Source: an optimization exercise on an open RTL-to-GDS flow (aim: small area, a short achievable clock period and few clock cycles per item). Production flows keep margins and buffers that such runs may drop.
RTL that was checked went through simulation tests only; none was proved equivalent to the original.
Function not checked in runs 4 and 5: the RTL went through the layout flow alone.

## flow/design.v (module list and top-level ports; edited modules follow where they fit)
// module multiplierIEEE754_verilog: 246 lines
// module pnd: 5 lines
// module pnr: 5 lines
// module pan: 5 lines
// module mul24: 1597 lines
// module mul24_add: 136 lines
// module fa: 6 lines
// module ha: 6 lines
// module hai: 6 lines
module multiplierIEEE754_verilog(
    op1,
    op2,
    in_rdy,
    res,
    res_rdy,
    clk,
    rst
    );
  // ...
==> flow/flow/run.sh <==
#!/bin/bash
# The standard layout (the standard.sh, all of ORFS from synthesis to
# finish), except that the input and output ports are buffered with buf_4
# cells instead of the cell buffer_ports picks by itself.
set -euo pipefail
bash standard.sh "BUFFER_PORTS_ARGS=-buffer_cell sky130_fd_sc_hd__buf_4" finish > standard_flow.log 2>&1
==> flow/standard.sh <==
#!/bin/bash
# synth_recipe.tcl (not shown) runs the flow's synth.tcl, then flattens the netlist and writes it again
# the make line also repeats each setting of config.mk as NAME=value (left out here)
make -C /OpenROAD-flow-scripts/flow DESIGN_CONFIG=/design/flow/config.mk WORK_HOME=/design/flow/orfs CLKGATE_MAP_FILE= SYNTH_SCRIPT=/design/flow/synth_recipe.tcl "${@:-finish}"
==> flow/config.mk <==
export PLATFORM = sky130hd
export DESIGN_NAME = multiplierIEEE754_verilog
export DESIGN_NICKNAME = multiplierIEEE754_verilog
export VERILOG_FILES = /design/flow/design.v
export SDC_FILE = /design/flow/constraint.sdc
export NUM_CORES = 4
export LEC_CHECK = 0
export ABC_AREA = 1
export CAP_MARGIN = 20
export CORE_MARGIN = 2
export CORE_UTILIZATION = 40
export CTS_BUF_LIST = sky130_fd_sc_hd__clkbuf_4 sky130_fd_sc_hd__clkbuf_8
export PLACE_DENSITY = 0.7
export SETUP_SLACK_MARGIN = 2.25
export SLEW_MARGIN = 20
export SYNTH_HIERARCHICAL = 1
==> flow/constraint.sdc <==
create_clock -name core_clock -period 12.0 [get_ports {clk}]
set_input_delay 2.4000 -clock core_clock [delete_from_list [all_inputs] [get_ports {clk}]]
set_output_delay 2.4000 -clock core_clock [all_outputs]
set_load 0.01 [all_outputs]
==> results.yml, run 1 <==
grt:
  grt_pass1_wl_um: 119000
  grt.met2_usage: 0.399
  grt_antenna_before_repair: 0
  grt_pass1_vias: 21167
  use_met1: 0.333
yosys:
  syn-cell-area_sq_mm: 0.0237
  synthCells: 2952
  yosys_register_bits: 68
  synth_top_family_by_area: "adder cells"
  synth_simple_gate_area_share: 0.262
  yosys.area.top_type: "fa_1"
drt:
  wl_met3_um: 8060
  routed.top_layer: "met4"
  drt_iter0_markers: 1975
critical_path:
  worstPathArrival_ns: 9.73
  end_kind: "register"
  cp-startpoint: "op1[13]"
  cp_max_fo: 38
cts:
  tritoncts: "built"
  h-tree-depth: 3
  cts_sinks: 68
run_status:
  status: "complete, no violations"
sta:
  rsz0062_at_grt: "yes"
finish:
  top_regs: "res (32), qr_r (25), eb_r (8)"
  layout_commonest_cell: "nand2_1"
  n_clock_buffer: 9
  mostFrequentLayoutCells: "nand2_1, fa_1, inv_1"
die:
  die_height_um: 248
placed_design:
  postPlaceCellArea_sq_mm: 0.0241
Testbench counts, summed over its fixed seeds: cycles 6,488, items 3,200.
==> run 2: changes to the inputs <==
--- a/flow/config.mk
+++ b/flow/config.mk
@@ -12,4 +12,5 @@
 export CTS_BUF_LIST = sky130_fd_sc_hd__clkbuf_4 sky130_fd_sc_hd__clkbuf_8
+export GPL_ROUTABILITY_DRIVEN = 0
 export PLACE_DENSITY = 0.7
-export SETUP_SLACK_MARGIN = 2.25
+export SETUP_SLACK_MARGIN = 2.5
 export SLEW_MARGIN = 20
==> results.yml, run 2 <==
run_status:
  status: "complete, no violations"
critical_path:
  r2r_cells: 12
  crit_required_ns: 12.30
  r2r-start: "pend"
  timing.rr.end: "res[14]"
  cp_slowest_cell: "fa_1"
  critPathLaunchType: "primary input"
  crit_type: "primary input to register"
  end_kind: "register"
  cpPeakStageDelay_ns: 0.56
  worstPathArrival_ns: 9.54
  reg2reg_slack_ns: 8.98
  cp_max_fo: 27
die:
  die_w_um: 248
  coreArea_sq_mm: 0.0588
  initial_core_util: 0.404
  rows: 89
  die-area_sq_mm: 0.0613
  die_height_um: 248
  pin_count: 100
drt:
  route.detailed.drc: 0
  wirelength_um: 75900
  first_pass_iters: 8
  drt_iter0_markers: 2321
  wl_per_cell_um: 20.5
  final_antenna_net_count: 0
  num_vias: 20845
  routed_via_density: 5.62
cts:
  max-clock-path-buffers: 2
  tritoncts: "built"
  h-tree-depth: 3
  cts_root_buf: "clkbuf_8"
  clock_latency_ns: 0.42
  clk_pin_slew_ns: 0.09
  numCtsBuffers: 9
  cts_sinks: 68
finish:
  fill_cells: 5906
  diodes: 0
  top_regs: "res (32), qr_r (25), eb_r (8)"
  largest_reg_flops: 32
  final_cell_count_no_fill: 3711
  top_register: "res"
  area_delta_synth_final_pct: 5.34
  mostFrequentLayoutCells: "nand2_1, fa_1, inv_1"
  multi_input_area_sq_mm: 0.0201
  layout_commonest_cell: "nand2_1"
  seqCellArea_sq_mm: 0.00137
  drive_gt1_frac: 0.0919
  utilization: 0.425
  fin_nets: 3596
sta:
  finalClockSkew_ns: 0.0235
  finalCriticalPeriod_ns: 9.25
  rsz0062_at_grt: "no"
  fmax_mhz: 108
  tightest_slew_ns: 1.01
  hold_viol: 0
  setup_tns_ns: 0
  max-slew-margin-rel: 0.319
  maxSlewViolCount: 0
  setup_viol: 0
  fin_ws_ns: 2.75
  period_share: 0.771
grt:
  grt_antenna_before_repair: 3
  grt_pass1_wl_um: 119000
  overflow: 0
  grt_pass1_vias: 20973
  grt_usage: 0.252
  grt_max_degree: 64
yosys:
  synthCells: 2952
  synth.most_common_cell: "nand2_1"
  avgSynthCellArea_sq_um: 8.04
  synth.top_cells.by_count: "nand2_1, fa_1, inv_1, nand3_1, nor2_1"
  synthTopCellsByArea: "fa_1, nand2_1, dfxtp_1"
  synth_warnings: 7
  yosys.area.top_type: "fa_1"
  seq_area_frac_synth: 0.0578
  ys.flop_type: "dfxtp_1"
  ys_types: 61
  yosys_register_bits: 68
  synth_edf_count: 0
  async_flop_share: 0.0294
  synth_top_area_frac: 0.430
  syn-cell-area_sq_mm: 0.0237
min_path:
  hold_path.class: "register to register"
  holdPathStages: 4
  hp-start: "eb_r[7]"
  hold_end: "res[30]"
job:
  drv_cap: 0
placed_design:
  dp_hpwl_um: 53900
  place_inst: 3676
  dp_slack_ns: 1.61
  port_buffers: 99
## run 2: cell counts after synthesis
No cell type changed its count.
## run 2: what timing repair did
item | in CTS | in global routing
gates resized for setup | 42 | 98
endpoints found under the hold margin | 0 | 0
hold buffers | 0 | 0
endpoints found under the setup margin | 49 | 64
pin swaps | 1 | 7
cloned | 1 | 1
buffers inserted | 3 | 14
## run 2: per-layer routing
layer	track usage	wire (um)
met5	0	13
met4	0.0856	2720
met3	0.0527	8770
met2	0.389	33700
met1	0.353	30700
## run 2: kinds of logic (layout without fill, tap and decap cells)
kind of cell,Yosys count,count (layout),share of synthesized area
AO/OA/AOI/OAI,258,258,0.0676
XOR/XNOR,75,75,0.0301
adder cells (fa/ha/maj),596,596,0.476
buffers and inverters,436,418,0.105
flip-flops,68,68,0.0578
multiplexers,5,5,0.00211
other,1,3,0.000158
AND/OR/NAND/NOR,1513,1515,0.262
## run 2: worst max-delay path by stage
stage	from	end	slack [ns]
2_1_floorplan	op1[23]	res[30]	2.74
3_3_place_gp	op1[23]	res[27]	1.69
3_5_place_dp	op1[23]	res[27]	1.61
4_1_cts	op1[23]	res[27]	2.54
5_1_grt	op1[23]	qr_r[9]	2.46
6_report	op1[5]	eb_r[2]	2.75
## run 2: area by class of cell
| type | instances | share of cell area |
|---|---|---|
| repair buffers | 134 | 0.0535 |
| well taps | 773 | 0.0387 |
| flip-flops and latches | 68 | 0.0549 |
| clock inverters | 7 | 0.00395 |
| inverters | 268 | 0.0408 |
| multi-input cells | 2452 | 0.803 |
| clock buffers | 9 | 0.00496 |
## run 2: metrics by stage
step / area (sq um) / hold WS [ns]
final: 25000 / 0.618
after floorplan: 23700 / 0.433
after global routing: 25000 / 0.714
after global placement: 24100 / 0.621
after detailed placement: 24100 / 0.610
after CTS: 24500 / 0.643
## run 2: modules after synthesis, one instance, submodules excluded
module                     cells  flops+latches
multiplierIEEE754_verilog   1349             68
mul24_add                    266              0
fa                             1              0
mul24                        673              0
pnd                            1              0
hai                            5              0
pnr                            1              0
pan                            2              0
## run 2: worst max-delay path: cells and delay by family
| family | cells | cell delay [ns] |
|---|---|---|
| compound gates | 1 | 0.14 |
| simple gates | 20 | 1.97 |
| fa+ha+maj | 9 | 4.18 |
| buf+inv | 5 | 0.80 |
==> run 3: changes to the inputs <==
==> flow/flow/run.sh (replaced) <==
#!/bin/bash
# The standard layout (the standard.sh, all of ORFS from synthesis to
# finish), except that the input and output ports are buffered with buf_8
# cells instead of the cell buffer_ports picks by itself.
set -euo pipefail
bash standard.sh "BUFFER_PORTS_ARGS=-buffer_cell sky130_fd_sc_hd__buf_8" finish > standard_flow.log 2>&1
--- a/flow/config.mk
+++ b/flow/config.mk
@@ -12,3 +12,2 @@
 export CTS_BUF_LIST = sky130_fd_sc_hd__clkbuf_4 sky130_fd_sc_hd__clkbuf_8
-export GPL_ROUTABILITY_DRIVEN = 0
 export PLACE_DENSITY = 0.7
==> results.yml, run 3 <==
run_status:
  status: "complete, no violations"
placed_design:
  postPlaceCellArea_sq_mm: 0.0248
  port_buffers: 99
  place_congestion: 0.944
  dp_slack_ns: 1.68
  place_inst: 3674
  dp_hpwl_um: 54300
sta:
  rsz0062_at_grt: "no"
  setup_viol: 0
  tightest_slew_ns: 1.04
  setup_tns_ns: 0
  max-slew-margin-rel: 0.296
  fmax_mhz: 107
  finalClockSkew_ns: 0.0264
  fin_ws_ns: 2.65
  hold_viol: 0
  finalCriticalPeriod_ns: 9.35
  period_share: 0.779
  maxSlewViolCount: 0
finish:
  final_cell_count_no_fill: 3710
  top_regs: "res (32), qr_r (25), eb_r (8)"
  utilization: 0.434
  diodes: 0
  mostFrequentLayoutCells: "nand2_1, fa_1, inv_1"
  top_register: "res"
  fin_nets: 3595
  layout_commonest_cell: "nand2_1"
  area_delta_synth_final_pct: 7.60
  stdcell_area_sq_mm: 0.0255
  largest_reg_flops: 32
  drive_gt1_frac: 0.0936
yosys:
  seq_area_frac_synth: 0.0578
  synth_warnings: 7
  synthCells: 2952
  synthTopCellsByArea: "fa_1, nand2_1, dfxtp_1"
  synth_edf_count: 0
  avgSynthCellArea_sq_um: 8.04
  yosys_register_bits: 68
  yosys.area.top_type: "fa_1"
  synth.most_common_cell: "nand2_1"
  async_flop_share: 0.0294
  syn-cell-area_sq_mm: 0.0237
  ys.flop_type: "dfxtp_1"
  ys_types: 61
  synth_top_area_frac: 0.430
  synth.top_cells.by_count: "nand2_1, fa_1, inv_1, nand3_1, nor2_1"
min_path:
  hold_path.class: "register to register"
  hold_end: "res[30]"
  holdPathStages: 4
  hp-start: "eb_r[7]"
critical_path:
  cp_top_family: "adder cells"
  worstPathArrival_ns: 9.58
  crit_required_ns: 12.24
  r2r-start: "pend"
  crit_type: "primary input to register"
  reg2reg_slack_ns: 8.79
  path_buf_inv: 5
  critPathMostFrequentCell: "fa_1"
  critPathLaunchType: "primary input"
  cp_slowest_cell: "fa_1"
  end_kind: "register"
  cp_max_fo: 29
  cpPeakStageDelay_ns: 0.66
  r2r_cells: 16
  timing.rr.end: "res[25]"
die:
  die-area_sq_mm: 0.0613
  coreArea_sq_mm: 0.0588
  initial_core_util: 0.404
  die_w_um: 248
  rows: 89
  die_height_um: 248
  pin_count: 100
drt:
  wirelength_um: 76500
  route.detailed.drc: 0
  drt_iter0_markers: 2301
  wl_per_cell_um: 20.6
  final_antenna_net_count: 0
  first_pass_iters: 8
  num_vias: 20864
  routed_via_density: 5.62
cts:
  cts_sinks: 68
  holdBufCountCts: 0
  max-clock-path-buffers: 2
  numCtsBuffers: 9
  tritoncts: "built"
  clock_latency_ns: 0.42
  cts_root_buf: "clkbuf_8"
  h-tree-depth: 3
  clk_pin_slew_ns: 0.11
grt:
  grt_pass1_wl_um: 120000
  grt_usage: 0.255
  overflow: 0
  grt_max_degree: 64
  grt_pass1_vias: 21404
  grt_antenna_before_repair: 1
job:
  drv_cap: 0
## run 3: cell counts after synthesis
Identical to the previous run, type by type.
## run 3: modules after synthesis, one instance, submodules excluded
module                     cells inside  area [sq um]
fa                                    1          20.0
pnr                                   1          3.75
mul24_add                           266          2050
pnd                                   1          3.75
hai                                   5          27.5
multiplierIEEE754_verilog          1349          7830
mul24                               673          3250
pan                                   2          10.0
## run 3: how the worst max path moves through the flow
stage / from / to / slack, ns / cells after the start
after CTS: op1[23] / qr_r[0] / 2.51 / 36
after floorplan: op1[23] / res[30] / 2.74 / 36
after global placement: op1[23] / res[25] / 1.87 / 35
after global routing: op1[0] / qr_r[18] / 2.49 / 34
final: op2[21] / res[3] / 2.65 / 30
after detailed placement: op1[23] / res[27] / 1.68 / 36
## run 3: through the flow
stage | hold slack (ns)
finish | 0.689
global placement | 0.654
detailed placement | 0.655
CTS | 0.682
global route | 0.747
floorplan | 0.433
## run 3: area by class of cell
type	instances	area [sq um]
Clock buffer	9	124
Clock inverter	7	82.6
Fill cell	5917	33300
Inverter	268	1020
Multi-Input combinational cell	2451	20100
Sequential cell	68	1370
Tap cell	773	967
Timing Repair Buffer	133	1860
Timing Repair inverter	1	8.76
## run 3: worst reg2reg max path, stage by stage (launching register included)
cell and delay (ns):
dfrtp_2 0.35, buf_4 0.54, inv_1 0.32, nand2_1 0.11, o21ai_0 0.15, inv_1 0.11, nand2_1 0.12, nor2_2 0.26
nand2_2 0.21, nor2_1 0.15, buf_4 0.19, nand2_4 0.13, inv_2 0.13, o21ai_0 0.08, o21ai_0 0.17, nand2_1 0.07
nand2_1 0.08
## run 3: cell families (layout without fill, tap and decap cells)
kind of cell    Yosys count  in the layout  share of synthesized area
compound gates          258            258                     0.0676
xor+xnor                 75             75                     0.0301
fa+ha+maj               596            596                      0.476
buf+inv                 436            418                      0.105
flops                    68             68                     0.0578
mux                       5              5                    0.00211
other cells               1              3                   0.000158
simple gates           1513           1514                      0.262
## run 3: what timing repair did
action | 4_1_cts | 5_1_grt
pin swaps | 1 | 8
cloned | 1 | 1
setup buffers | 0 | 18
setup endpoints to repair | 40 | 64
resized for setup | 13 | 79
## run 3: per-layer routing
metal | vias to the layer above | global-route usage | wire length (um)
met2 | 1279 | 0.398 | 34000
met4 | 0 | 0.107 | 3600
met3 | 256 | 0.0584 | 8600
met1 | 10233 | 0.342 | 30300
li1 | 9096 | - | -
met5 | - | 0 | 0
==> module multiplierIEEE754_verilog, before the edit <==
module multiplierIEEE754_verilog(
    op1,
    op2,
    in_rdy,
    res,
    res_rdy,
    clk,
    rst
    );
    input  wire [31:0] op1, op2;
    input  wire clk, in_rdy, rst;
    output reg  [31:0] res;
    output reg  res_rdy;
    wire [7:0]  e1 = op1[30:23];
    wire [7:0]  e2 = op2[30:23];
    wire [22:0] f1 = op1[22:0];
    wire [22:0] f2 = op2[22:0];
    wire        s1 = op1[31];
    wire        s2 = op2[31];
    wire        s  = s1 ^ s2;
    wire e1_max = &e1, e2_max = &e2;
    wire e1_0 = ~|e1, e2_0 = ~|e2;
    wire f1_0 = ~|f1, f2_0 = ~|f2;
    wire nan1 = e1_max & ~f1_0;
    wire nan2 = e2_max & ~f2_0;
    wire inf1 = e1_max & f1_0;
    wire inf2 = e2_max & f2_0;
    wire zer1 = e1_0 & f1_0;
    wire zer2 = e2_0 & f2_0;
    wire [8:0]  sum   = {1'b0, e1} + {1'b0, e2};
    wire [8:0]  t0    = sum - 9'd127;              
    wire        under = (sum < 9'd127);
    wire        dn    = e1_0 | e2_0;               
    wire        rare  = under | dn;
    wire [47:0] np;
    mul24 u_mul(.a({~e1_0, f1}), .b({~e2_0, f2}), .rn(rare), .p(np));
    wire [47:0] p = ~np;
    wire p47 = p[47];
    wire [22:0] fd = e1_0 ? f1 : f2;
    reg  [4:0]  lead;
    integer i;
    always @(*) begin
        lead = 5'd0;
        for (i = 0; i < 23; i = i + 1)
            if (fd[i]) lead = i[4:0];
    end
    wire [4:0]  a     = dn ? lead : 5'd0;
    wire [9:0]  b     = 10'd149 - {1'b0, sum};    
    wire        extra = b[9] | ({4'd0, a} > b[8:0]);
    wire [5:0]  rsh   = extra ? {1'b0, a} : b[5:0];
    wire        flush = ~extra & (b[8:0] >= 9'd48);
    wire [48:0] pv  = {p, 1'b0};
    wire [56:0] sh5 = rsh[5] ? {32'd0, pv[48:32]} : {8'd0, pv};
    wire [40:0] sh4 = rsh[4] ? sh5[56:16] : sh5[40:0];
    wire [32:0] sh3 = rsh[3] ? sh4[40:8]  : sh4[32:0];
    wire [28:0] sh2 = rsh[2] ? sh3[32:4]  : sh3[28:0];
    wire [26:0] sh1 = rsh[1] ? sh2[28:2]  : sh2[26:0];
    wire [25:0] sh0 = rsh[0] ? sh1[26:1]  : sh1[25:0];
    wire [25:0] y   = flush ? 26'd0 : sh0;
    wire        late  = extra & ~y[25];
    wire [24:0] qr    = late ? y[24:0] : y[25:1];
    reg         pend;
    reg  [24:0] qr_r;
    reg  [7:0]  eb_r;
    reg         s_r;
    wire [7:0]  eb_p = eb_r + 8'd1;
    wire [23:0] x  = pend ? qr_r[24:1] : p[47:24];
    wire        xc = pend ? qr_r[0] : (p[23] & p[22]);
    wire [24:0] q = {x, xc};
    wire [22:0] mr;
    wire        ovf;
    wire pc1;
    pnd u_pc1 (.a(q[1]), .b(q[0]), .y(pc1));
    wire pc2;
    pnd u_pc2 (.a(q[3]), .b(q[2]), .y(pc2));
    wire pc3;
    pnd u_pc3 (.a(q[5]), .b(q[4]), .y(pc3));
    wire pc4;
    pnd u_pc4 (.a(q[7]), .b(q[6]), .y(pc4));
    wire pc5;
    pnd u_pc5 (.a(q[9]), .b(q[8]), .y(pc5));
    wire pc6;
    pnd u_pc6 (.a(q[11]), .b(q[10]), .y(pc6));
    wire pc7;
    pnd u_pc7 (.a(q[13]), .b(q[12]), .y(pc7));
    wire pc8;
    pnd u_pc8 (.a(q[15]), .b(q[14]), .y(pc8));
    wire pc9;
    pnd u_pc9 (.a(q[17]), .b(q[16]), .y(pc9));
    wire pc10;
    pnd u_pc10 (.a(q[19]), .b(q[18]), .y(pc10));
    wire pc11;
    pnd u_pc11 (.a(q[21]), .b(q[20]), .y(pc11));
    wire pc12;
    pnd u_pc12 (.a(q[23]), .b(q[22]), .y(pc12));
    wire pc13;
    pan u_pc13 (.an(pc1), .b(q[2]), .y(pc13));
    wire pc14;
    pnr u_pc14 (.a(pc2), .b(pc1), .y(pc14));
    wire pc15;
    pan u_pc15 (.an(pc3), .b(q[6]), .y(pc15));
    wire pc16;
    pnr u_pc16 (.a(pc4), .b(pc3), .y(pc16));
    wire pc17;
    pan u_pc17 (.an(pc5), .b(q[10]), .y(pc17));
    wire pc18;
    pnr u_pc18 (.a(pc6), .b(pc5), .y(pc18));
    wire pc19;
    pan u_pc19 (.an(pc7), .b(q[14]), .y(pc19));
    wire pc20;
    pnr u_pc20 (.a(pc8), .b(pc7), .y(pc20));
    wire pc21;
    pan u_pc21 (.an(pc9), .b(q[18]), .y(pc21));
    wire pc22;
    pnr u_pc22 (.a(pc10), .b(pc9), .y(pc22));
    wire pc23;
    pan u_pc23 (.an(pc11), .b(q[22]), .y(pc23));
    wire pc24;
    pnr u_pc24 (.a(pc12), .b(pc11), .y(pc24));
    wire pc25;
    pnd u_pc25 (.a(q[4]), .b(pc14), .y(pc25));
    wire pc26;
    pan u_pc26 (.an(pc3), .b(pc14), .y(pc26));
    wire pc27;
    pnd u_pc27 (.a(pc15), .b(pc14), .y(pc27));
    wire pc28;
    pnd u_pc28 (.a(pc16), .b(pc14), .y(pc28));
    wire pc29;
    pnd u_pc29 (.a(q[12]), .b(pc18), .y(pc29));
    wire pc30;
    pan u_pc30 (.an(pc7), .b(pc18), .y(pc30));
    wire pc31;
    pnd u_pc31 (.a(pc19), .b(pc18), .y(pc31));
    wire pc32;
    pnd u_pc32 (.a(pc20), .b(pc18), .y(pc32));
    wire pc33;
    pnd u_pc33 (.a(q[20]), .b(pc22), .y(pc33));
    wire pc34;
    pan u_pc34 (.an(pc11), .b(pc22), .y(pc34));
    wire pc35;
    pnd u_pc35 (.a(pc23), .b(pc22), .y(pc35));
    wire pc36;
    pnd u_pc36 (.a(pc24), .b(pc22), .y(pc36));
    wire pc37;
    pan u_pc37 (.an(pc28), .b(q[8]), .y(pc37));
    wire pc38;
    pnr u_pc38 (.a(pc5), .b(pc28), .y(pc38));
    wire pc39;
    pan u_pc39 (.an(pc28), .b(pc17), .y(pc39));
    wire pc40;
    pan u_pc40 (.an(pc28), .b(pc18), .y(pc40));
    wire pc41;
    pnr u_pc41 (.a(pc29), .b(pc28), .y(pc41));
    wire pc42;
    pan u_pc42 (.an(pc28), .b(pc30), .y(pc42));
    wire pc43;
    pnr u_pc43 (.a(pc31), .b(pc28), .y(pc43));
    wire pc44;
    pnr u_pc44 (.a(pc32), .b(pc28), .y(pc44));
    wire pc45;
    pan u_pc45 (.an(pc36), .b(q[24]), .y(pc45));
    wire pc46;
    pnd u_pc46 (.a(q[16]), .b(pc44), .y(pc46));
    wire pc47;
    pan u_pc47 (.an(pc9), .b(pc44), .y(pc47));
    wire pc48;
    pnd u_pc48 (.a(pc21), .b(pc44), .y(pc48));
    wire pc49;
    pnd u_pc49 (.a(pc22), .b(pc44), .y(pc49));
    wire pc50;
    pan u_pc50 (.an(pc33), .b(pc44), .y(pc50));
    wire pc51;
    pnd u_pc51 (.a(pc34), .b(pc44), .y(pc51));
    wire pc52;
    pan u_pc52 (.an(pc35), .b(pc44), .y(pc52));
    wire pc53;
    pan u_pc53 (.an(pc36), .b(pc44), .y(pc53));
    wire pc54;
    pnd u_pc54 (.a(pc45), .b(pc44), .y(pc54));
    assign mr[0] = x[0] ^ q[0];
    assign mr[1] = ~(x[1] ^ pc1);
    assign mr[2] = x[2] ^ pc13;
    assign mr[3] = x[3] ^ pc14;
    assign mr[4] = ~(x[4] ^ pc25);
    assign mr[5] = x[5] ^ pc26;
    assign mr[6] = ~(x[6] ^ pc27);
    assign mr[7] = ~(x[7] ^ pc28);
    assign mr[8] = x[8] ^ pc37;
    assign mr[9] = x[9] ^ pc38;
    assign mr[10] = x[10] ^ pc39;
    assign mr[11] = x[11] ^ pc40;
    assign mr[12] = x[12] ^ pc41;
    assign mr[13] = x[13] ^ pc42;
    assign mr[14] = x[14] ^ pc43;
    assign mr[15] = x[15] ^ pc44;
    assign mr[16] = ~(x[16] ^ pc46);
    assign mr[17] = x[17] ^ pc47;
    assign mr[18] = ~(x[18] ^ pc48);
    assign mr[19] = ~(x[19] ^ pc49);
    assign mr[20] = x[20] ^ pc50;
    assign mr[21] = ~(x[21] ^ pc51);
    assign mr[22] = x[22] ^ pc52;
    assign ovf = ~pc54;
    wire        sh  = pend | p47;
    wire [22:0] mm  = sh ? mr : p[45:23];
    wire [7:0]  tx0 = t0[7:0];
    wire [7:0]  tx1 = t0[7:0] + 8'd1;
    wire [7:0]  tx2 = t0[7:0] + 8'd2;
    wire [7:0]  ab  = {3'd0, a} - b[7:0];
    wire [7:0]  abm = ab - 8'd1;
    wire [7:0]  eb  = ~extra ? 8'd0 : (late ? abm : ab);
    wire [7:0]  te0 = pend ? eb_r : (p47 ? tx1 : tx0);
    wire [7:0]  te1 = pend ? eb_p : tx2;
    wire [7:0]  te  = ovf ? te1 : te0;
    wire special = nan1 | nan2 | inf1 | inf2 | zer1 | zer2 | (e1_0 & e2_0);
    wire slow    = rare & ~special;
    reg [31:0] r;
    always @(*) begin
        if (pend | ~special)
            r = {pend ? s_r : s, te, mm};
        else if (nan1)
            r = {s1, 8'hFF, 1'b1, f1[21:0]};
        else if (nan2)
            r = {s2, 8'hFF, 1'b1, f2[21:0]};
        else if ((inf1 & zer2) | (zer1 & inf2))
            r = 32'hFFC00000;
        else if (inf1 | inf2)
            r = {s, 8'hFF, 23'd0};
        else
            r = {s, 31'd0};
    end
    always @(posedge clk) begin
        res  <= r;
        qr_r <= qr;
        eb_r <= eb;
        s_r  <= s;
    end
    always @(posedge clk, posedge rst)
        if (rst) begin
            pend    <= 1'b0;
            res_rdy <= 1'b0;
        end else begin
            pend    <= in_rdy & slow;
            res_rdy <= (in_rdy & ~slow) | pend;
        end
endmodule
==> run 4: changes to the inputs <==
--- a/flow/design.v
+++ b/flow/design.v
@@ -60,9 +60,11 @@
     wire [25:0] y   = flush ? 26'd0 : sh0;
-    wire        late  = extra & ~y[25];
-    wire [24:0] qr    = late ? y[24:0] : y[25:1];
     reg         pend;
-    reg  [24:0] qr_r;
-    reg  [7:0]  eb_r;
+    reg  [25:0] y_r;
+    reg         extra_r;
+    reg  [7:0]  ab_r;
     reg         s_r;
-    wire [7:0]  eb_p = eb_r + 8'd1;
+    wire        late = extra_r & ~y_r[25];
+    wire [24:0] qr_r = late ? y_r[24:0] : y_r[25:1];
+    wire [7:0]  eb_r = ~extra_r ? 8'd0 : (late ? ab_r - 8'd1 : ab_r);
+    wire [7:0]  eb_p = ~extra_r ? 8'd1 : (late ? ab_r : ab_r + 8'd1);
     wire [23:0] x  = pend ? qr_r[24:1] : p[47:24];
@@ -210,4 +212,2 @@
     wire [7:0]  ab  = {3'd0, a} - b[7:0];
-    wire [7:0]  abm = ab - 8'd1;
-    wire [7:0]  eb  = ~extra ? 8'd0 : (late ? abm : ab);
     wire [7:0]  te0 = pend ? eb_r : (p47 ? tx1 : tx0);
@@ -234,5 +234,6 @@
         res  <= r;
-        qr_r <= qr;
-        eb_r <= eb;
-        s_r  <= s;
+        y_r     <= y;
+        extra_r <= extra;
+        ab_r    <= ab;
+        s_r     <= s;
     end
==> flow/flow/run.sh (replaced) <==
#!/bin/bash
# The standard layout (the standard.sh, all of ORFS from synthesis to
# finish), except that the input and output ports are buffered with buf_4
# cells instead of the cell buffer_ports picks by itself.
set -euo pipefail
bash standard.sh "BUFFER_PORTS_ARGS=-buffer_cell sky130_fd_sc_hd__buf_4" finish > standard_flow.log 2>&1
==> results.yml, run 4 <==
critical_path:
  timing.rr.end: "res[26]"
  cp_num_cells: 33
  critPathMostFrequentCell: "fa_1"
  crit_type: "primary input to register"
  end_kind: "register"
  reg2reg_slack_ns: 8.43
  cp_max_fo: 28
  cp_slowest_cell: "fa_1"
  path_buf_inv: 6
  crit_required_ns: 12.24
  critPathLaunchType: "primary input"
  cpPeakStageDelay_ns: 0.51
  r2r-start: "y_r[25]"
  worstPathArrival_ns: 9.53
  cp_top_family: "adder cells"
  r2r_cells: 17
yosys:
  yosys_register_bits: 70
  async_flop_share: 0.0286
  synth.top_cells.by_count: "nand2_1, fa_1, inv_1, nand3_1, nor2_1"
  synthTopCellsByArea: "fa_1, nand2_1, dfxtp_1"
  synth_top_area_frac: 0.432
  avgSynthCellArea_sq_um: 7.96
  ys_types: 56
  yosys.area.top_type: "fa_1"
  syn-cell-area_sq_mm: 0.0236
  synthCells: 2960
  synth_edf_count: 0
  seq_area_frac_synth: 0.0599
  synth.most_common_cell: "nand2_1"
  synth_warnings: 7
  ys.flop_type: "dfxtp_1"
cts:
  h-tree-depth: 3
  tritoncts: "built"
  clk_pin_slew_ns: 0.08
  cts_root_buf: "clkbuf_8"
  cts_sinks: 70
  clock_latency_ns: 0.39
  max-clock-path-buffers: 2
  numCtsBuffers: 9
placed_design:
  place_congestion: 0.975
  dp_slack_ns: 1.26
  port_buffers: 99
  dp_hpwl_um: 55600
  place_inst: 3671
sta:
  maxSlewViolCount: 0
  fmax_mhz: 108
  rsz0062_at_grt: "yes"
  setup_viol: 0
  finalClockSkew_ns: 0.0218
  tightest_slew_ns: 1.01
  setup_tns_ns: 0
  finalCriticalPeriod_ns: 9.29
  fin_ws_ns: 2.71
  whs_ns: 0.558
  period_share: 0.774
  hold_viol: 0
  max-slew-margin-rel: 0.320
die:
  die_w_um: 247
  coreArea_sq_mm: 0.0580
  die-area_sq_mm: 0.0609
  die_height_um: 247
  initial_core_util: 0.406
  rows: 88
  pin_count: 100
grt:
  overflow: 0
  grt_pass1_vias: 21632
  use_met1: 0.364
  grt_pass1_wl_um: 124000
  grt.met2_usage: 0.408
  gr-usage-met3: 0.0594
  grt_usage: 0.264
  grt_max_degree: 62
  grt_antenna_before_repair: 0
  grt.busiest_layer: "met2"
drt:
  num_vias: 21336
  routed_via_density: 5.74
  first_pass_iters: 6
  route.detailed.drc: 0
  wl_per_cell_um: 21.3
  wirelength_um: 79000
  drt_iter0_markers: 2437
  final_antenna_net_count: 0
finish:
  mostFrequentLayoutCells: "nand2_1, fa_1, inv_1"
  fin_nets: 3606
  top_regs: "res (32), y_r (26), ab_r (8)"
  diodes: 0
  drive_gt1_frac: 0.0892
  largest_reg_flops: 32
  top_register: "res"
  fill_cells: 5784
  area_delta_synth_final_pct: 4.83
  layout_commonest_cell: "nand2_1"
  final_cell_count_no_fill: 3714
min_path:
  hp-start: "s_r"
  hold_path.class: "register to register"
  hold_end: "res[31]"
  holdPathStages: 1
job:
  drv_cap: 0
run_status:
  status: "complete, no violations"
run 4: cell types whose count changed in the layout (fill, tap and decap cells not counted), sizes merged, moves of 29 or more:
cell	before	now
inv	269	300
nand2	1156	1017
nand3	172	244
nor2	131	178
o211ai	33	4
o22ai	2	34
run 4: timing repair:
action | CTS | global route
pin swaps | 2 | 14
setup buffers | 1 | 23
gates cloned | 2 | 1
endpoints found under the setup margin | 46 | 40
resized for setup | 46 | 53
hold endpoints to repair | 0 | 0
hold buffers | 0 | 0
run 4: layout make-up:
type | instances | area [sq um] | share of cell area
clock buffers | 10 | 131 | 0.00532
clock inverters | 6 | 46.3 | 0.00187
inverters | 302 | 1140 | 0.0463
multi-input cells | 2423 | 19800 | 0.802
flip-flops and latches | 70 | 1410 | 0.0571
well taps | 765 | 957 | 0.0387
repair buffers | 137 | 1200 | 0.0486
repair inverters | 1 | 7.51 | 0.000304
run 4: worst reg2reg max path: stages (launching register included):
cell and delay (ns):
dfxtp_1 0.34, inv_1 0.15, nand2_1 0.07, buf_4 0.25
inv_1 0.63, o21ai_0 0.18, o32ai_1 0.22, nand2_1 0.21
nor2_2 0.28, nand2_2 0.17, nor2_4 0.17, buf_6 0.14
nand2_4 0.10, inv_4 0.12, o21ai_0 0.11, xor2_1 0.17
nand2_1 0.07, nand3_1 0.07
run 4: per-stage QoR:
stage / area, sq um / utilization
floorplan: 23600 / -
global placement: 23900 / 0.412
detailed placement: 23900 / 0.412
CTS: 24300 / 0.419
global route: 24700 / 0.426
finish: 24700 / 0.426
run 4: kinds of logic after synthesis:
logic type,count (synthesis),synth area share
AND/OR/NAND/NOR,1499,0.263
XOR/XNOR,61,0.0230
other,1,0.000159
buffers and inverters,470,0.110
AO/OA/AOI/OAI,263,0.0655
flip-flops,70,0.0599
multiplexers,1,0.000425
adder cells (fa/ha/maj),595,0.478
run 4: Yosys stat by module (local to each module, per instance), excerpt:
module / flops+latches / area (sq um)
multiplierIEEE754_verilog: 70 / 7670
fa: 0 / 20.0
mul24_add: 0 / 2050
hai: 0 / 27.5
mul24: 0 / 3250
pan: 0 / 10.0
run 4: how the worst max path moves through the flow:
stage	from	end	slack, ns
after global placement	op1[23]	res[26]	1.41
after global routing	op1[23]	res[26]	2.43
after CTS	op1[13]	res[5]	2.56
after floorplan	op1[23]	res[26]	2.61
final	op1[24]	res[26]	2.71
after detailed placement	op1[23]	res[26]	1.26
run 4: per-layer routing:
layer | vias to the layer above | wire length (um)
li1 | 9183 | -
met5 | - | 0
met3 | 197 | 9680
met2 | 1442 | 34700
met4 | 0 | 2910
met1 | 10514 | 31700
==> run 5: changes to the inputs <==
--- a/flow/design.v
+++ b/flow/design.v
@@ -55,9 +55,6 @@
     wire [40:0] sh4 = rsh[4] ? sh5[56:16] : sh5[40:0];
-    wire [32:0] sh3 = rsh[3] ? sh4[40:8]  : sh4[32:0];
-    wire [28:0] sh2 = rsh[2] ? sh3[32:4]  : sh3[28:0];
-    wire [26:0] sh1 = rsh[1] ? sh2[28:2]  : sh2[26:0];
-    wire [25:0] sh0 = rsh[0] ? sh1[26:1]  : sh1[25:0];
-    wire [25:0] y   = flush ? 26'd0 : sh0;
+    wire [32:0] sh3 = flush ? 33'd0 : (rsh[3] ? sh4[40:8] : sh4[32:0]);
     reg         pend;
-    reg  [25:0] y_r;
+    reg  [32:0] sh3_r;
+    reg  [2:0]  rsh_r;
     reg         extra_r;
@@ -65,4 +62,7 @@
     reg         s_r;
-    wire        late = extra_r & ~y_r[25];
-    wire [24:0] qr_r = late ? y_r[24:0] : y_r[25:1];
+    wire [28:0] sh2 = rsh_r[2] ? sh3_r[32:4] : sh3_r[28:0];
+    wire [26:0] sh1 = rsh_r[1] ? sh2[28:2]   : sh2[26:0];
+    wire [25:0] y   = rsh_r[0] ? sh1[26:1]   : sh1[25:0];
+    wire        late = extra_r & ~y[25];
+    wire [24:0] qr_r = late ? y[24:0] : y[25:1];
     wire [7:0]  eb_r = ~extra_r ? 8'd0 : (late ? ab_r - 8'd1 : ab_r);
@@ -211,3 +211,3 @@
     wire [7:0]  tx2 = t0[7:0] + 8'd2;
-    wire [7:0]  ab  = {3'd0, a} - b[7:0];
+    wire [7:0]  ab  = {3'd0, a} - b[7:0];      
     wire [7:0]  te0 = pend ? eb_r : (p47 ? tx1 : tx0);
@@ -234,3 +234,4 @@
         res  <= r;
-        y_r     <= y;
+        sh3_r   <= sh3;
+        rsh_r   <= rsh[2:0];
         extra_r <= extra;
--- a/flow/config.mk
+++ b/flow/config.mk
@@ -11,4 +11,2 @@
 export CORE_UTILIZATION = 40
-export CTS_BUF_LIST = sky130_fd_sc_hd__clkbuf_4 sky130_fd_sc_hd__clkbuf_8
-export PLACE_DENSITY = 0.7
 export SETUP_SLACK_MARGIN = 2.5
==> results.yml, run 5 <==
cts:
  h-tree-depth: 3
  clock_latency_ns: 0.35
  numCtsBuffers: 9
  cts_root_buf: "clkbuf_16"
  tritoncts: "built"
  cts_sinks: 80
  max-clock-path-buffers: 2
  holdBufCountCts: 0
  clk_pin_slew_ns: 0.06
yosys:
  seq_area_frac_synth: 0.0686
  syn-cell-area_sq_mm: 0.0235
  synthCells: 2917
  synthTopCellsByArea: "fa_1, nand2_1, dfxtp_1"
  synth.most_common_cell: "nand2_1"
  async_flop_share: 0.0250
  yosys_register_bits: 80
  yosys.area.top_type: "fa_1"
  avgSynthCellArea_sq_um: 8.06
  synth_edf_count: 0
  synth.top_cells.by_count: "nand2_1, fa_1, inv_1, a21oi_1, o21ai_0"
  ys.flop_type: "dfxtp_1"
  synth_warnings: 7
  ys_types: 56
  synth_top_area_frac: 0.434
grt:
  grt_pass1_vias: 21711
  grt_pass1_wl_um: 127000
  grt_max_degree: 48
  overflow: 0
  grt_antenna_before_repair: 4
  grt_usage: 0.273
placed_design:
  dp_hpwl_um: 58900
  port_buffers: 99
  postPlaceCellArea_sq_mm: 0.0240
  place_congestion: 0.952
sta:
  rsz0062_at_grt: "yes"
  setup_viol: 0
  maxSlewViolCount: 0
  max-slew-margin-rel: 0.204
  finalClockSkew_ns: 0.0106
  setup_tns_ns: 0
  tightest_slew_ns: 1.19
  hold_viol: 0
  fmax_mhz: 108
  period_share: 0.774
  finalCriticalPeriod_ns: 9.28
  whs_ns: 0.472
drt:
  route.detailed.drc: 0
  num_vias: 21400
  first_pass_iters: 6
  wirelength_um: 88000
  final_antenna_net_count: 0
  drt_iter0_markers: 2696
  routed_via_density: 5.74
  wl_per_cell_um: 23.6
finish:
  utilization: 0.457
  diodes: 0
  drive_gt1_frac: 0.127
  layout_commonest_cell: "nand2_1"
  seqCellArea_sq_mm: 0.00161
  mostFrequentLayoutCells: "nand2_1, fa_1, inv_1"
  area_delta_synth_final_pct: 12.5
  top_register: "sh3_r"
  top_regs: "sh3_r (33), res (32), ab_r (8)"
  stdcell_area_sq_mm: 0.0264
  largest_reg_flops: 33
  fill_cells: 5675
  multi_input_area_sq_mm: 0.0199
  fin_nets: 3621
critical_path:
  crit_required_ns: 12.26
  worstPathArrival_ns: 9.54
  critPathLaunchType: "primary input"
  path_buf_inv: 4
  cp_top_family: "adder cells"
  end_kind: "register"
  reg2reg_slack_ns: 7.34
  cpPeakStageDelay_ns: 0.63
  critPathMostFrequentCell: "nand2_1"
  cp_slowest_cell: "fa_2"
  cp_max_fo: 27
  crit_type: "primary input to register"
job:
  drv_cap: 0
die:
  rows: 88
  die_height_um: 246
  pin_count: 100
  initial_core_util: 0.406
  coreArea_sq_mm: 0.0579
  die-area_sq_mm: 0.0607
  die_w_um: 246
min_path:
  hold_path.class: "register to register"
run_status:
  status: "complete, no violations"
-- run 5: final timing paths --
check / endpoint / cells after the start / startpoint
worst min register to register: res[31] / 2 / s_r
min in group asynchronous: res_rdy / 2 / rst
worst max-delay path: res[30] / 35 / op2[5]
max in group asynchronous: pend / 2 / rst
worst min-delay path: res[31] / 2 / s_r
worst max register to register: res[30] / 27 / rsh_r[2]
-- run 5: what timing repair did --
| item | CTS | global route |
|---|---|---|
| pin swaps | 19 | 43 |
| setup buffers | 30 | 25 |
| cloned | 0 | 22 |
| endpoints found under the setup margin | 21 | 24 |
| gates resized for setup | 92 | 176 |
-- run 5: cells by family after synthesis --
group                      Yosys count  share of synthesized area
DFF                                 80                     0.0686
and+or+nand+nor                   1320                      0.225
AOI/OAI and AO/OA                  380                     0.0945
adders and majority gates          596                      0.480
buffers and inverters              486                      0.110
other                                1                   0.000160
xor gates and xnor gates            54                     0.0212
-- run 5: layout make-up --
cell class / count / area share
Clock buffer: 10 / 0.00866
Sequential cell: 80 / 0.0610
Timing Repair Buffer: 194 / 0.0936
Tap cell: 765 / 0.0362
Clock inverter: 6 / 0.00350
Inverter: 320 / 0.0458
Multi-Input combinational cell: 2353 / 0.751
-- run 5: per-stage QoR --
| step | cells | setup slack (ns) |
|---|---|---|
| finish | 3728 | 2.72 |
| global route | 3728 | 2.43 |
| CTS | 3681 | 2.50 |
| detailed placement | 3635 | 1.19 |
| global placement | 3635 | 1.28 |
| floorplan | 2919 | 2.62 |
-- run 5: worst reg2reg max path: stages, from the launching register on --
cell       delay, ns
dfxtp_1         0.31
buf_4           0.30
inv_1           0.47
or2_2           0.44
o21a_1          0.12
a21oi_1         0.13
o2bb2ai_1       0.23
nand2_1         0.13
clkinv_1        0.06
buf_4           0.29
o21ai_0         0.15
o21ai_0         0.11
a22oi_1         0.14
inv_1           0.11
nand2_2         0.10
nor2_4          0.17
nand2_1         0.08
buf_6           0.14
nor2_1          0.11
buf_4           0.15
nand2_4         0.08
inv_6           0.07
o21a_4          0.13
nand2_1         0.08
nor2_2          0.11
a211oi_1        0.07
o21ai_1         0.12
o2111ai_1       0.12
-- run 5: Yosys stat by module, one instance, submodules excluded --
module	cell area, sq um	cells	copies in the design
mul24_add	2050	266	1
mul24	3250	673	1
multiplierIEEE754_verilog	7600	1314	1
hai	27.5	5	22
pnd	3.75	1	26
pan	10.0	2	17
fa	20.0	1	484
pnr	3.75	1	10
-- run 5: metal layers --
metal | global-route usage | share of wire
met3 | 0.0497 | 0.11
met1 | 0.379 | 0.40
met2 | 0.441 | 0.46
met5 | 0 | 0
met4 | 0.0716 | 0.032

## static timing again, ports no longer ideal
In the flow no input, the clock included, has a driving cell. The finished layouts below were timed again as built, in two steps.
Step 1, drivers: a clkbuf_16 drives clk and a buf_2 each remaining input, both assumed.
Step 2 moves the port delays by t, midway between the first and last clock arrival at a register: inputs arrive t later, outputs are due t later. That takes back most of the time a late clock gives input paths.
Slacks: ideal / step 1 / step 2; pairs: ideal / step 1.
run	t (ns)	setup WS [ns]	worst setup path after step 2
run 1	0.438	2.536 / 2.538 / 2.101	input to register
run 2	0.438	2.753 / 2.723 / 2.286	input to register
run 3	0.436	2.653 / 2.632 / 2.196	input to register
run 4	0.412	2.708 / 2.697 / 2.285	input to register
run 5	0.390	2.718 / 2.584 / 2.194	input to register
After both steps every run listed still meets setup and hold. The setup slack of run 5, which loses most, moves by -0.134 ns with the drivers and by -0.524 ns with both steps.
